What follows belongs to an exercise in optimizing a design on an open flow for small area; a production flow would make more cautious choices. Function was checked by simulation only, so behaviour that the tests miss may differ from the original.

== the baseline ==
Design fir_45, start of the top module:
module fir_45
   #(parameter W = 20)
   (input clk,
    input reset_b,
    input  [W-1:0] data_input,
    output [W-1:0] data_output);
Size in the first run: roughly 3900 cells after synthesis, roughly 1200 flip-flops, about 42 I/O pins, ~75000 um2 of cells after synthesis.
clock: 12.0 ns
lec_check: 0
cap_margin: 20
core_margin: 2
core_utilization: 80
cts_cluster_diameter: 90
cts_cluster_size: 25
slew_margin: 20
synth_hierarchical: 1
run.sh (not shown) runs the stock make flow with config.mk's settings and CLKGATE_MAP_FILE= SYNTH_SCRIPT=/design/flow/synth_recipe.tcl, a recipe that flattens the netlist after the stock synthesis.
Modified inputs, the candidate compared to the baseline
# the baseline
export LEC_CHECK = 0
export CAP_MARGIN = 20
export CORE_MARGIN = 2
export CORE_UTILIZATION = 80
export CTS_CLUSTER_DIAMETER = 90
export CTS_CLUSTER_SIZE = 25
export SLEW_MARGIN = 20
export SYNTH_HIERARCHICAL = 1
create_clock -name core_clock -period 12.0 [get_ports {clk}]
# the candidate
export LEC_CHECK = 0
export CAP_MARGIN = 20
export CORE_MARGIN = 2
export CORE_UTILIZATION = 65
export CTS_CLUSTER_DIAMETER = 90
export CTS_CLUSTER_SIZE = 25
export SLEW_MARGIN = 20
export SYNTH_HIERARCHICAL = 1
create_clock -name core_clock -period 12.0 [get_ports {clk}]
==> comparison <==
The candidate completed every stage of the flow, and the final layout passed the timing, design-rule and antenna checks.
The baseline | stages: all done | timing, DRC, antenna: all pass
Non-clock buffer count (higher): the candidate
Taking the baseline as the reference point, the total of clock buffers placed in the layout of the candidate falls by about 1.4%.
Summary of the comparison: stage delay of the slowest cell on the critical path is lower in the candidate, relative to the baseline.

========
Setup of north:
fir_45, a different RTL version from the one above (not shown whole).
Size: ~4700 cells after synthesis, roughly 1100 flip-flops, about 92000 um^2 of cells after synthesis.
Design fir_45, start of the top module:
module fir_45
   #(parameter W = 20)
   (input clk,
    input reset_b,
    input  [W-1:0] data_input,
    output [W-1:0] data_output);
    reg [19:0] d0;
    reg [19:0] d1;
    reg [19:0] d2;
    reg [19:0] d3;
    reg [19:0] d4;
    reg [19:0] d5;
    reg [19:0] d6;
    reg [19:0] d7;
    reg [19:0] d8;
    reg [19:0] d9;
    reg [19:0] d10;
    reg [19:0] d11;
    reg [19:0] d12;
    reg [19:0] d13;
    reg [19:0] d14;
    reg [19:0] d15;
    reg [19:0] d16;
    reg [19:0] d17;
    reg [19:0] d18;
    reg [19:0] d19;
    reg [19:0] d20;
    reg [19:0] d21;
    reg [19:0] d22;
    reg [19:0] d23;
    reg [19:0] d24;
    reg [19:0] d25;
    reg [19:0] d26;
    reg [19:0] d27;
    reg [19:0] d28;
    reg [19:0] d29;
    reg [19:0] d30;
    reg [19:0] d31;
    reg [19:0] d32;
    reg [19:0] d33;
    reg [19:0] d34;
    reg [19:0] d35;
    reg [19:0] d36;
    reg [19:0] d37;
    reg [19:0] d38;
    reg [19:0] d39;
    reg [19:0] d40;
    reg [19:0] d41;
    reg [19:0] d42;
    reg [19:0] d43;
    reg [19:0] d44;
    reg [19:0] d45;
    reg [19:0] d46;
    reg [19:0] d47;
    reg [19:0] d48;
    reg [19:0] d49;
    reg [19:0] d50;
    always @(posedge clk, negedge reset_b) begin
        if (~reset_b) begin
            d0 <= 20'd0;
            d1 <= 20'd0;
            d2 <= 20'd0;
            d3 <= 20'd0;
            d4 <= 20'd0;
            d5 <= 20'd0;
            d6 <= 20'd0;
            d7 <= 20'd0;
            d8 <= 20'd0;
            d9 <= 20'd0;
            d10 <= 20'd0;
            d11 <= 20'd0;
            d12 <= 20'd0;
            d13 <= 20'd0;
            d14 <= 20'd0;
            d15 <= 20'd0;
            d16 <= 20'd0;
            d17 <= 20'd0;
            d18 <= 20'd0;
  ...
Settings: LEC_CHECK=0, CAP_MARGIN=20, CORE_MARGIN=2, CORE_UTILIZATION=40, SLEW_MARGIN=20, SYNTH_HIERARCHICAL=1; clock period 12.0 ns.
Input-level comparison between south and north:
Settings: CORE_UTILIZATION changed from 40 to 65.
## What came out
north has higher number of non-filler instances in the completed layout than south. [compare] base=north new=south: final critical-path share of the clock period went up 4.4 points, count of vias placed by the detailed router +2481, detailed-route vias per instance higher, final area lost 2200 um^2. Diff north and south: count of buffering cells on the critical path with inverters included lower in north. south vs north — wire length reported by the detailed router climbed by a little under 10%. Compared with north, south has less setup slack.

-- port drivers added, routing unchanged --
Ports are ideal in the flow. The routed layouts listed here were re-timed in OpenROAD.
Step 1 (the two cells are an assumption about what drives the block):
set clk [get_ports {clk}]
set_driving_cell -lib_cell sky130_fd_sc_hd__clkbuf_16 $clk
set_driving_cell -lib_cell sky130_fd_sc_hd__buf_2 [delete_from_list [all_inputs] $clk]
Step 2 also shifts input and output timing later by t, the mid clock arrival at the registers, as if the neighbouring blocks saw the same clock.
Slacks: ideal ports / drivers / drivers and shift; pairs: ideal ports / drivers.
| run | shift t [ns] | slack for setup (ns) | worst hold slack (ns) | cell pins on the clock port's net |
|---|---|---|---|---|
| the baseline | 0.785 | 1.211 / 1.211 / 1.211 | 0.345 / 0.345 / 0.345 | 1 |
| the candidate | 0.771 | 1.292 / 1.292 / 1.292 | 0.351 / 0.351 / 0.351 | 1 |
| north | 0.894 | 2.354 / 2.354 / 2.354 | 0.337 / 0.337 / 0.337 | 1 |
| south | 0.820 | 1.826 / 1.826 / 1.826 | 0.300 / 0.300 / 0.300 | 1 |
After both steps setup and hold are still met in every run listed.
